This is an optimization exercise on Yosys and OpenROAD, whose aim is small area and a short achievable clock period, not a production implementation.
Only simulation tests tie the RTL to the original design; equivalence was not proved.
Power figures rest on the tool's default switching activity, not on a simulated workload.

==> run.sh <==
#!/bin/bash
# synth_recipe.tcl (not shown) runs the flow's synth.tcl, then flattens the netlist and writes it again
# the make line also repeats each setting of config.mk as NAME=value (left out here)
make -C /OpenROAD-flow-scripts/flow DESIGN_CONFIG=/design/flow/config.mk WORK_HOME=/design/flow/orfs CLKGATE_MAP_FILE= SYNTH_SCRIPT=/design/flow/synth_recipe.tcl finish
==> config.mk <==
export PLATFORM = sky130hd
export DESIGN_NAME = Risc_V
export DESIGN_NICKNAME = Risc_V
export VERILOG_FILES = /design/flow/design.v
export SDC_FILE = /design/flow/constraint.sdc
export NUM_CORES = 4
export LEC_CHECK = 0
export CAP_MARGIN = 20
export CORE_MARGIN = 2
export CORE_UTILIZATION = 40
export SLEW_MARGIN = 20
==> constraint.sdc <==
create_clock -name core_clock -period 8.0 [get_ports {clk}]
set_input_delay 1.6000 -clock core_clock [delete_from_list [all_inputs] [get_ports {clk}]]
set_output_delay 1.6000 -clock core_clock [all_outputs]
set_load 0.01 [all_outputs]
==> design.v <==
module ALU(
    input [31:0] A,
    input [31:0] B,
    input [3:0] ALUOp,
    output reg [31:0] Result,
    output logic Zero,
    output logic negative
);
typedef enum logic[3:0] { ADD= 4'b0010,
                          SUB = 4'b0110,
                          SLT = 4'b0111,
                          XOR = 4'b1100,
                          AND_ = 4'b0000,
                          OR_ = 4'b0001,
                          SLL = 4'b1000,
                          SRL = 4'b1001,
                          SRA = 4'b1010   } operation;
assign Zero = A-B == 0;  
assign negative = Result[31];  
always @(*) begin
    case (ALUOp)
        ADD: Result = (A) + (B);  
        SUB: Result = $signed(A) - $signed(B);  
        SLT: Result = $signed(A) < $signed(B)?1'b1:1'b0;  
        XOR: Result = A ^ B;  
        AND_: Result = A & B;  
        OR_: Result = (A | B);  
        SLL: Result = A << B[4:0];  
        SRL: Result = A >> B[4:0];  
        SRA: Result = $signed(A) >>> B[4:0];  
        default: Result = 32'h00000000;  
    endcase
end
endmodule
module sign_extend(
    input [11:0] offset_load,input [11:0] offset_store,input [12:0] offset_branch, input [1:0] ctrl_sign_extend,
    output reg [31:0] out
);
    always @(*) begin
        case (ctrl_sign_extend)
            2'b00: out = {{20{offset_load[11]}}, offset_load};  
            2'b01: out = {{20{offset_store[11]}}, offset_store};  
            2'b10: out = {{19{offset_branch[12]}}, offset_branch};  
            default: out = 32'h00000000;  
        endcase
    end
endmodule
module Control_Unit(opcode,branch,mem_read,mem_to_register,ALU_op,mem_write,ALU_src,Reg_write,ctrl_sign_extend);
typedef enum logic[6:0] {R_format=7'h33,I_format_load=7'h03 ,S_format=7'h23,B_format=7'h63 ,I_format=7'h13 } op_code;
output reg Reg_write,mem_write,mem_read,mem_to_register,ALU_src,branch;
output reg [1:0] ALU_op, ctrl_sign_extend;
input [6:0] opcode;
always @(*) begin
    case (opcode)
        R_format:begin     
            ALU_src=0;
            mem_to_register=0;
            Reg_write=1;
            mem_read=0;
            mem_write=0;
            branch=0;
            ALU_op=2'b10;
            ctrl_sign_extend=2'b00;  
        end
        I_format:begin     
            ALU_src=1;
            mem_to_register=0;
            Reg_write=1;
            mem_read=0;
            mem_write=0;
            branch=0;
            ALU_op=2'b11;
            ctrl_sign_extend=2'b00;  
        end
        I_format_load:begin      
            ALU_src=1;
            mem_to_register=1;
            Reg_write=1;
            mem_read=1;
            mem_write=0;
            branch=0;
            ALU_op=2'b11;
            ctrl_sign_extend=2'b00;  
        end
        S_format:begin    
            ALU_src=1;
            mem_to_register=1'b0;
            Reg_write=0;
            mem_read=0;
            mem_write=1;
            branch=0;
            ALU_op=2'b00;
            ctrl_sign_extend=2'b01;  
        end
        B_format:begin   
            ALU_src=0;
            mem_to_register=1'b0;
            Reg_write=0;
            mem_read=0;
            mem_write=0;
            branch=1;
            ALU_op=2'b01;
            ctrl_sign_extend=2'b10;  
        end
        default:begin
            ALU_src=1'b0;
            mem_to_register=1'b0;
            Reg_write=1'b0;
            mem_read=1'b0;
            mem_write=1'b0;
            branch=1'b0;
            ALU_op=2'b00;
            ctrl_sign_extend=2'b00;
        end
    endcase
end
endmodule
module ALU_ctrl_unit (
    input  logic [1:0] alu_op,
    input  logic [2:0] funct3,
    input  logic [6:0] funct7,
    output logic [3:0] alu_ctrl_lines
);
    typedef enum logic [9:0] {
        ADD_R = 10'b0000000000,
        SUB_R = 10'b0100000000,
        SLL_R = 10'b0000000001,
        SLT_R = 10'b0000000010,
        XOR_R = 10'b0000000100,
        SRL_R = 10'b0000000101,
        SRA_R = 10'b0100000101,
        OR_R  = 10'b0000000110,
        AND_R = 10'b0000000111
    } R_format;
    typedef enum logic[2:0] { 
        ADD_I = 3'b000,
        SLL_I = 3'b001,
        SLT_I = 3'b010,
        SRA_I = 3'b011,
        XOR_I = 3'b100,
        SRL_I = 3'b101,
        OR_I  = 3'b110,
        AND_I = 3'b111
     } I_format;
    logic [9:0] funct_total;
    assign funct_total = {funct7, funct3};
    always_comb begin
        case (alu_op)
            2'b00: alu_ctrl_lines = 4'b0010;  
            2'b01: alu_ctrl_lines = 4'b0110;  
            2'b10: begin                      
                case (funct_total)
                    ADD_R: alu_ctrl_lines = 4'b0010;
                    SUB_R: alu_ctrl_lines = 4'b0110;
                    SLT_R: alu_ctrl_lines = 4'b0111;
                    XOR_R: alu_ctrl_lines = 4'b1100;
                    AND_R: alu_ctrl_lines = 4'b0000;
                    OR_R : alu_ctrl_lines = 4'b0001;
                    SLL_R: alu_ctrl_lines = 4'b1000;
                    SRL_R: alu_ctrl_lines = 4'b1001;
                    SRA_R: alu_ctrl_lines = 4'b1010;
                    default: alu_ctrl_lines = 4'b1111;  
                endcase
            end
            2'b11: begin
                case (funct3)
                    ADD_I: alu_ctrl_lines = 4'b0010;  
                    SLL_I: alu_ctrl_lines = 4'b1000;  
                    SLT_I: alu_ctrl_lines = 4'b0111;  
                    SRA_I: alu_ctrl_lines = 4'b1010;  
                    XOR_I: alu_ctrl_lines = 4'b1100;  
                    SRL_I: alu_ctrl_lines = (funct7[5]) ? 4'b1010 : 4'b1001;  
                    OR_I : alu_ctrl_lines = 4'b0001;  
                    AND_I: alu_ctrl_lines = 4'b0000;  
                    default: alu_ctrl_lines = 4'b1111;  
                endcase
            end
            default: alu_ctrl_lines = 4'b1111;
        endcase
    end
endmodule
module branch_control(
    input  logic B_format,
    input  logic Zero,
    input  logic negative,
    input logic [2:0] funct3,
    output logic branch
);
    always_comb begin
        case (funct3)
            3'b000: branch = B_format && Zero;  
            3'b001: branch = B_format && !Zero;  
            3'b100: branch = B_format && negative;  
            3'b101: branch = B_format && !negative;  
            default: branch = 1'b0;  
        endcase
    end
endmodule
module data_forwarding_unit(
    input logic [31:0] current_instruction,EX_MEM_instruction, MEM_WB_instruction,
    input logic Reg_write_EX_MEM, Reg_write_MEM_WB,
    output logic [1:0] ctrl_alu_src1, ctrl_alu_src2,
    output logic [1:0] sw_ctrl
);
    reg [4:0] rd_ex_mem, rd_mem_wb;
    reg [4:0] rs1, rs2;
    reg sw_flag;
    assign rs1 = current_instruction[19:15];  
    assign rs2 = current_instruction[24:20];  
    assign rd_ex_mem = EX_MEM_instruction[11:7];  
    assign rd_mem_wb = MEM_WB_instruction[11:7];  
    assign sw_flag = (current_instruction[6:0] == 7'b0100011);  
    always_comb begin
        if (Reg_write_EX_MEM && (rd_ex_mem != 0) && (rd_ex_mem == rs1)) begin
            ctrl_alu_src1 = 2'b01;  
        end else if (Reg_write_MEM_WB && (rd_mem_wb != 0) && (rd_mem_wb == rs1)) begin
            ctrl_alu_src1 = 2'b10;  
        end else begin
            ctrl_alu_src1 = 2'b00;  
        end
        if (Reg_write_EX_MEM && (rd_ex_mem != 0) && (rd_ex_mem == rs2)) begin
            ctrl_alu_src2 = 2'b01;  
        end else if (Reg_write_MEM_WB && (rd_mem_wb != 0) && (rd_mem_wb == rs2)) begin
            ctrl_alu_src2 = 2'b10;  
        end else begin
            ctrl_alu_src2 = 2'b00;  
        end
        if (sw_flag && (rd_ex_mem != 0) && EX_MEM_instruction[6:0]==7'b0000011) begin 
            sw_ctrl = 2'b11;  
        end else if (sw_flag && (rd_ex_mem != 0) && (rd_ex_mem == rs2)) begin
            sw_ctrl = 2'b01;  
        end else if (sw_flag && (rd_mem_wb != 0) && (rd_mem_wb == rs2)) begin
            sw_ctrl = 2'b10;  
        end else begin
            sw_ctrl = 2'b00;  
        end
    end
endmodule
module hazard_detection_unit(
    input logic [6:0] opcode,  
    input logic Mem_read_EX_MEM, 
    input logic [4:0] rd_ex_mem,
    input logic [4:0] rs1, rs2,
    output logic stall
);
    always_comb begin
        if (opcode == 7'b0100011) begin  
            stall = 1'b0;  
        end else if (Mem_read_EX_MEM  && ((rd_ex_mem == rs1) || (rd_ex_mem == rs2))) begin
            stall = 1'b1;  
        end else begin
            stall = 1'b0;  
        end
    end
endmodule
module branch_predictor(
    input logic branch,
    input logic Zero,
    output logic flush
);
    always_comb begin
        if (branch && Zero) begin
            flush = 1'b1;  
        end else begin
            flush = 1'b0;  
        end
    end
endmodule
module Register_file(
    input clk,
    input rst,
    input [4:0] read_reg1,
    input [4:0] read_reg2,
    input [4:0] write_reg,
    input [31:0] write_data,
    input reg_write,
    output reg [31:0] read_data1,
    output reg [31:0] read_data2
);
    reg [31:0] registers [31:0];  
    always @(posedge clk or posedge rst) begin
        if (rst) begin
            integer i;
            for (i = 0; i < 32; i = i + 1) begin
                registers[i] <= i;
            end
        end else if (reg_write && write_reg != 5'b00000) begin
            registers[write_reg] <= write_data;
        end
    end
    always @(*) begin
        read_data1 = (read_reg1 != 5'b00000) ? registers[read_reg1] : 32'h00000000;
        read_data2 = (read_reg2 != 5'b00000) ? registers[read_reg2] : 32'h00000000;
    end
endmodule
module PC_updater (
    input  logic        clk,
    input  logic        rst,
    input  logic        branch,
    input  logic        stall,
    input  logic [31:0] branch_offset,  
    output logic [31:0] PC
);
    reg [31:0] PC_4,PC_reg,PC_reg2,branched_PC,branched_PC_reg;
    assign PC_4=PC+ 32'h00000004;  
    assign branched_PC = PC_reg2 + branch_offset;  
    always_ff @(posedge clk or posedge rst) begin
        if (rst)
            PC <= 32'h00000000;
        else begin
                if (stall) begin
                    PC<=PC;
                end else if (branch) begin
                    PC <= branched_PC_reg;  
                end else begin
                    PC <= PC_4;  
                end
            end
    end
    always_ff @(posedge clk) begin
        PC_reg <= PC;  
        PC_reg2 <= PC_reg;  
        branched_PC_reg <= branched_PC;  
    end
endmodule
module Risc_V(
    input  logic        clk,
    input  logic        rst,
    output logic [31:0] imem_addr,
    input  logic [31:0] imem_data,
    output logic [31:0] dmem_addr,
    output logic [31:0] dmem_wdata,
    output logic        dmem_we,
    output logic        dmem_re,
    input  logic [31:0] dmem_rdata,
    output logic        wb_we,
    output logic [4:0]  wb_rd,
    output logic [31:0] wb_data
);
    wire branch, mem_read, ALU_src, mem_write;
    wire [31:0] address, instruction;
    wire [1:0] ctrl_sign_extend, ALUOp_ctrl;
    wire [4:0] read_reg1, read_reg2, write_reg;
    wire [31:0] write_data_reg, read_data1, read_data2;
    wire [31:0] A, B, Result;
    wire [3:0] ALUOp,ALU_opcode;
    wire Zero;
        wire [11:0] offset_load_Iformat, offset_store;
    wire [12:0] offset_branch;
    wire [31:0] sign_extended_out;
    reg [31:0] sign_extended_out2,read_data1_reg,read_data2_reg,read_data2_reg2;  
    reg branch1,branch2,branch3,Zero2;  
    reg negative1, negative2;  
    wire [31:0] write_data, read_data;
    reg [31:0] instruction_reg,instruction_reg2, instruction_reg3,instruction_reg4;  
    reg [4:0] write_reg1, write_reg2,write_reg3;  
    reg reg_write1, reg_write2, reg_write3, reg_write4;  
    reg mem_to_register1, mem_to_register2, mem_to_register3, mem_to_register4;  
    reg [1:0] ALUOp_ctrl1, ALUOp_ctrl2;  
    reg ALU_src1, ALU_src2;  
    reg [31:0] Result2, Result3,read_data_reg;  
    reg mem_read1,mem_read2,mem_read3, mem_write1,mem_write2,mem_write3;  
    wire [1:0] ctrl_alu_src1, ctrl_alu_src2;
    wire [1:0]sw_source_ctrl;
    wire stall,branch4;
    Control_Unit control_unit_inst (
        .opcode(instruction_reg[6:0]),
        .branch(branch1),
        .mem_read(mem_read1),
        .mem_to_register(mem_to_register1),
        .ALU_op(ALUOp_ctrl1),
        .mem_write(mem_write1),
        .ALU_src(ALU_src1),
        .Reg_write(reg_write1),
        .ctrl_sign_extend(ctrl_sign_extend)
    );
    wire [31:0] PC;
    PC_updater pc_updater_inst (
        .clk(clk),
        .rst(rst),
        .stall(stall),
        .branch(branch4),  
        .branch_offset(sign_extended_out2),  
        .PC(PC)
    );
    branch_control branch_control_inst (
        .B_format(branch3),  
        .Zero(Zero2),  
        .negative(negative2),  
        .funct3(instruction_reg3[14:12]),  
        .branch(branch4)  
    );
    assign imem_addr = PC;
    assign instruction = imem_data;
    assign read_reg1 = instruction_reg[19:15];  
    assign read_reg2 = instruction_reg[24:20];  
    assign write_reg = write_reg3;  
    assign write_data_reg =(mem_to_register4) ? read_data_reg : Result3 ;  
    Register_file reg_file_inst (
        .clk(clk),
        .rst(rst),
        .read_reg1(read_reg1),
        .read_reg2(read_reg2),
        .write_reg(write_reg),
        .write_data(write_data_reg),
        .reg_write(reg_write4), 
        .read_data1(read_data1),
        .read_data2(read_data2)
    );
    ALU_ctrl_unit alu_ctrl_unit_inst (
        .alu_op(ALUOp_ctrl2),  
        .funct3(instruction_reg2[14:12]),  
        .funct7(instruction_reg2[31:25]),  
        .alu_ctrl_lines(ALUOp)  
    );
    wire [31:0] B_stage1;
    assign A = (ctrl_alu_src1 == 2'b10) ? write_data_reg : (ctrl_alu_src1 == 2'b01) ? Result2 : read_data1_reg;  
    assign B_stage1 = (ctrl_alu_src2 == 2'b10) ? write_data_reg : (ctrl_alu_src2 == 2'b01) ? Result2 : read_data2_reg;
    assign B = (ALU_src2) ? sign_extended_out2 : B_stage1; 
    assign ALU_opcode = ALUOp;  
    ALU alu_inst (
        .A(A),
        .B(B),
        .ALUOp(ALU_opcode),
        .Result(Result),
        .Zero(Zero),
        .negative(negative1)  
    );
    assign offset_load_Iformat = instruction_reg[31:20];  
    assign offset_store = {instruction_reg[31:25],instruction_reg[11:7]};  
    assign offset_branch = {instruction_reg[31],instruction_reg[7],instruction_reg[30:25],instruction_reg[11:8],1'b0};  
    sign_extend sign_extend_inst (
        .offset_load(offset_load_Iformat),
        .offset_store(offset_store),
        .offset_branch(offset_branch),
        .ctrl_sign_extend(ctrl_sign_extend), 
        .out(sign_extended_out)
    );
    wire [31:0] sw_source_data;
    assign sw_source_data = (sw_source_ctrl == 2'b11)?read_data:(sw_source_ctrl == 2'b10) ? write_data_reg : 
                            (sw_source_ctrl == 2'b01) ? Result2 : read_data2_reg;
    assign write_data = read_data2_reg2;  
    assign address = Result2;  
    assign dmem_addr = address;
    assign dmem_wdata = write_data;
    assign dmem_we = mem_write3;
    assign dmem_re = mem_read3;
    assign read_data = dmem_rdata;
    assign wb_we = reg_write4;
    assign wb_rd = write_reg;
    assign wb_data = write_data_reg;
    data_forwarding_unit data_forwarding_unit_inst (
        .current_instruction(instruction_reg2),  
        .EX_MEM_instruction(instruction_reg3),  
        .MEM_WB_instruction(instruction_reg4),  
        .Reg_write_EX_MEM(reg_write3),  
        .Reg_write_MEM_WB(reg_write4),  
        .ctrl_alu_src1(ctrl_alu_src1),  
        .ctrl_alu_src2(ctrl_alu_src2),  
        .sw_ctrl(sw_source_ctrl)  
    );
    hazard_detection_unit hazard_detection_unit_inst (
        .opcode(instruction_reg[6:0]),  
        .Mem_read_EX_MEM(mem_read2),  
        .rd_ex_mem(instruction_reg2[11:7]),  
        .rs1(instruction_reg[19:15]),  
        .rs2(instruction_reg[24:20]),  
        .stall(stall)  
    );
    wire flush;
    branch_predictor branch_predictor_inst (
        .branch(branch3),  
        .Zero(Zero2),  
        .flush(flush)  
    );
    always @(posedge clk or posedge rst) begin
      if (rst) begin
        instruction_reg  <= 32'b0;
        reg_write2       <= 1'b0;
        mem_to_register2 <= 1'b0;
        ALUOp_ctrl2      <= 2'b00;
        ALU_src2         <= 1'b0;
        branch2          <= 1'b0;
        mem_read2        <= 1'b0;
        mem_write2       <= 1'b0;
      end else begin
        instruction_reg  <= (stall ) ? instruction_reg: (flush)? 0 : instruction;
        reg_write2       <= (stall || flush)? 0:reg_write1;  
        mem_to_register2 <= (stall ) ? mem_to_register2: (flush)? 0:mem_to_register1;  
        ALUOp_ctrl2      <= (stall ) ? ALUOp_ctrl2: (flush)? 0:ALUOp_ctrl1;  
        ALU_src2         <= (stall ) ? ALU_src2: (flush)? 0: ALU_src1;  
        branch2          <= (stall || flush)? 0: branch1;  
        mem_read2        <= (stall || flush)? 0:mem_read1;  
        mem_write2 <= (stall || flush)? 0:mem_write1;  
      end
    end
    always @(posedge clk or posedge rst) begin
      if (rst) begin
        instruction_reg2 <= 32'b0;
        reg_write3       <= 1'b0;
        mem_to_register3 <= 1'b0;
        branch3          <= 1'b0;
        mem_read3        <= 1'b0;
      end else begin
        instruction_reg2 <= flush ? 32'b0 : instruction_reg;  
        reg_write3 <= flush ? 0 : reg_write2;  
        mem_to_register3 <= flush ? 0 : mem_to_register2;  
        branch3 <= flush ? 0 : branch2;  
        mem_read3 <= flush ? 0 : mem_read2;  
      end
    end
    always @(posedge clk or posedge rst) begin
      if (rst) begin
        instruction_reg3 <= 32'b0;
        instruction_reg4 <= 32'b0;
        reg_write4       <= 1'b0;
        mem_to_register4 <= 1'b0;
        Zero2            <= 1'b0;
        negative2        <= 1'b0;
        mem_write3       <= 1'b0;
      end else begin
        instruction_reg3 <= instruction_reg2;  
        instruction_reg4 <= instruction_reg3;  
        reg_write4 <= reg_write3;  
        mem_to_register4 <= mem_to_register3;  
        Zero2 <= Zero;  
        negative2 <= negative1;  
        mem_write3 <= mem_write2;  
      end
    end
    always @(posedge clk) begin
        write_reg1 <= instruction_reg[11:7];  
        write_reg2 <= write_reg1;  
        write_reg3 <= write_reg2;  
        sign_extended_out2 <= sign_extended_out;  
        read_data1_reg <= read_data1;  
        read_data2_reg <= read_data2;  
        read_data2_reg2 <= sw_source_data;  
        read_data_reg<= read_data;  
        Result2 <= Result;  
        Result3 <= Result2;  
    end
endmodule
==> summary.txt <==
status=finished clean; clock tree sinks=between 1000 and 1500; Initial DRT Pass Iterations=13; Slowest-stage cell, CP=a2111oi_0; CTS tree=done; drt first-iter violations=12300; global-route wire length before repair=between 500000 and 600000 µm; Pwr Total=17.9 mW; clock-pin slew on the worst setup and hold paths=0.06 ns; fmax=0.146 GHz; Post-synth ARST share=78.1%; placed wire-length estimate=215000 µm; Worst-Skew Late Latency=0.84 ns; post-CTS resize count=0; Layout fillers=17000; Worst Tran Pin Value=1.30 ns; via count=69800; I/O pin total=202; initial antenna violation count=21; hold buffer count at cts=0; FF-to-FF path depth=18; IO buf count=201; min-delay src=pc_updater_inst.PC_reg[11]$_DFF_P_; Final Instance Area=82100 µm²; Crit Path Category=flop to flop; Via density=6.77; # rows=approximately 160; relative slew slack=13.4%; min Tclk post-route=6.84 ns; Die Ht=427 µm; worst hold slack=0.321 ns; skew final=0.0576 ns; Power Dens Cells=~220 nW/µm²; Max Slew Vio Count=0; P_leak=between 30 and 40 nW; final hold vios=0; setup TNS=0 ns; Top Family by Delay on Critical Path=simple AND/OR/NAND/NOR gates; Synth Cell Area=71600 µm²; number of synthesized register bits=1441; CORE AREA=178000 µm²; number of flip-flops in the largest register=992; WL/cell=35.0 µm; CP dominant cell by count=nand4_1; fin cells=10300; register area share after synthesis=roughly half; fin util=46.1%; flop2flop setup slack=1.16 ns; Max H-tree Level=4; Synth cell types=102; Post-synth EDFFs=0; Inserted Clock Buffers=156; layout cells sized above 1=9.57%; maximum VDD drop=230 µV; Main synth FF type=dfrtp_1; syn nets=~8100; Syn Inst Count=7931; Min-Delay Endpoint=pc_updater_inst.PC_reg2[11]$_DFF_P_; vias in the first global route=65700; r2r startpoint=instruction_reg3[7]$_DFF_PP0_; Syn Area/Cell=about 9 µm²; Die Wd=between 400 and 500 µm; max-cap violation count=0; Worst R2R End=Zero2$_DFF_PP0_; Total Nets Final=between 8000 and 9000; largest net degree at the start of global routing=between 100 and 150; worst min-delay path class=flop to flop; crit-path max cell delay=0.83 ns; Crit path arrival time=~7.5 ns; global route overflow=0; Register Area=34600 µm²; Worst Path Buf+Inv=1; hold depth=0; final estimated routing congestion in global placement=approximately 1.0; crit-path cells=or4_4, o211a_1, and3_2, o21ai_1, inv_1, ha_1, fa_1, nand2b_1, a221oi_1, o211ai_1, or4_1, a2111oi_0, nand4_1, nor3_1, nand4_1, a2111oi_0, nand4_1, nor4_1; Post-Place Cells=10000; Max Buffers Root-to-Sink=3; GRT Util Overall=38.7%; Required @ worst endpoint=8.70 ns; Area after DPL=~76000 µm²; wirelength, routed=361000 µm; die area=182000 µm²; worst-path fanout max=13; # Post-CTS Setup Buffers=0; residual antenna-violating net count after detailed routing=0; DRC Markers=0; Final Setup Violations=0; crit end category=flop; Startpoint Class=flop; RSZ-0062 raised after global routing=false; clk root buf=clkbuf_16; final cycle utilization of the critical path=between 80% and 90%; Synth Warn #=19; Initial Util=40.2%; final worst setup slack=1.16 ns; footprint of the multi-input gates=~35000 µm²; Syn-to-layout area delta=14.8%; Setup WS pre-CTS=1.27 ns
cell families (layout without fill, tap and decap cells):
group           count (synthesis)  in the layout  synth area share [%]
simple gates                 2339           2339                  14.3
other cells                     0             18                     0
buf+inv                       833            847                  4.58
xor+xnor                      101            101                  1.24
flops                        1441           1441                  48.3
mux                           250            250                  3.62
fa+ha+maj                     133            133                  2.35
compound gates               2834           2834                  25.6
layout make-up:
type / count / share of cell area [%]
Multi-Input combinational cell: 5657 / 42.2
Timing Repair Buffer: 401 / 4.53
Inverter: 154 / 0.714
Sequential cell: 1441 / 42.1
Clock buffer: 220 / 5.64
Tap cell: 2355 / 3.59
Antenna cell: 18 / 0.0548
Clock inverter: 72 / 1.20
power breakdown:
part	total, mW	leakage, nW	switching, mW	internal, mW
sequential	7.95	17.7	0.335	7.61
combinational	2.10	14.1	1.41	0.697
clock	7.90	2.76	3.24	4.66
cells in the final DEF (no fill, tap or decap), types with 129 or more instances in the layout:
master           count
dfxtp_1            316
dfrtp_1           1044
a22oi_1            593
a22o_1             166
a21oi_1            756
nand3_1            186
clkdlybuf4s50_1    201
inv_1              148
ha_1               129
buf_4              186
o21ai_0            709
clkbuf_16          162
nor2_1             792
mux2i_1            178
a221oi_1           175
nand2_1            813
synthesized netlist by cell type (all sizes together), types with 9 or more instances:
cell	number	area, µm²
dfrtp	1045	26200
nor2	870	3280
nand2	824	3090
a21oi	756	3780
o21ai	745	3750
clkbuf	610	2290
a22oi	593	4450
dfxtp	316	6330
mux2i	213	2140
nand3	187	936
a221oi	175	1530
a22o	166	1450
inv	153	579
ha	129	1610
nand4	127	795
xnor2	83	727
dfstp	80	2100
a222oi	71	711
buf	69	404
and2	53	337
nor3	53	277
or4	51	390
o211ai	44	349
or3	40	250
nand2b	39	244
o22ai	38	244
mux2	35	402
a211oi	29	218
a21o	28	210
a31oi	28	175
and3	24	150
o31ai	22	194
nor4	19	119
nor2b	18	113
xor2	18	158
o21a	17	128
o21bai	17	128
o221ai	12	105
o2111ai	10	87.6
o311ai	10	87.6
nand3b	9	67.6
how the worst max path moves through the flow:
stage / startpoint / end / slack [ns] / depth (start not counted)
after global placement: instruction_reg3[7]$_DFF_PP0_ / Zero2$_DFF_PP0_ / 1.47 / 20
final: instruction_reg3[7]$_DFF_PP0_ / Zero2$_DFF_PP0_ / 1.16 / 18
after global routing: instruction_reg4[11]$_DFF_PP0_ / negative2$_DFF_PP0_ / 0.91 / 17
after CTS: instruction_reg3[7]$_DFF_PP0_ / Zero2$_DFF_PP0_ / 1.27 / 18
after floorplan: rst / ALUOp_ctrl2[0]$_DFFE_PP0N_ / -9.06 / 1
after detailed placement: instruction_reg3[7]$_DFF_PP0_ / Zero2$_DFF_PP0_ / 1.27 / 18
routing by layer:
metal	track usage, %	up-vias	wire length, µm
met5	1.61	-	622
met4	27.1	29	30200
met3	13.9	1780	47500
met2	56.6	5614	152000
met1	47.2	33700	131000
li1	-	28700	-

[what the ideal ports hide]
The flow's constraints put no driver on any port. The routed layout listed below was extracted and timed again, unchanged, in two steps. Step 1 assumes that a clkbuf_16 drives the clock port and a buf_2 every other input. Step 2 times the ports against the registers' clock, not the clock port: input delays grow and output delays shrink by t, the midpoint of the rising clock arrivals with the driver on. Slacks: ideal / step 1 / step 2; pairs: ideal / step 1.
t (ns): 0.901
setup WS [ns]: 1.158 / 1.158 / 1.158
worst hold slack (ns): 0.321 / 0.321 / 0.321
After both steps this run still meets setup and hold. The setup slack of this run moves by 0.000 ns with the drivers and by 0.000 ns with both steps.
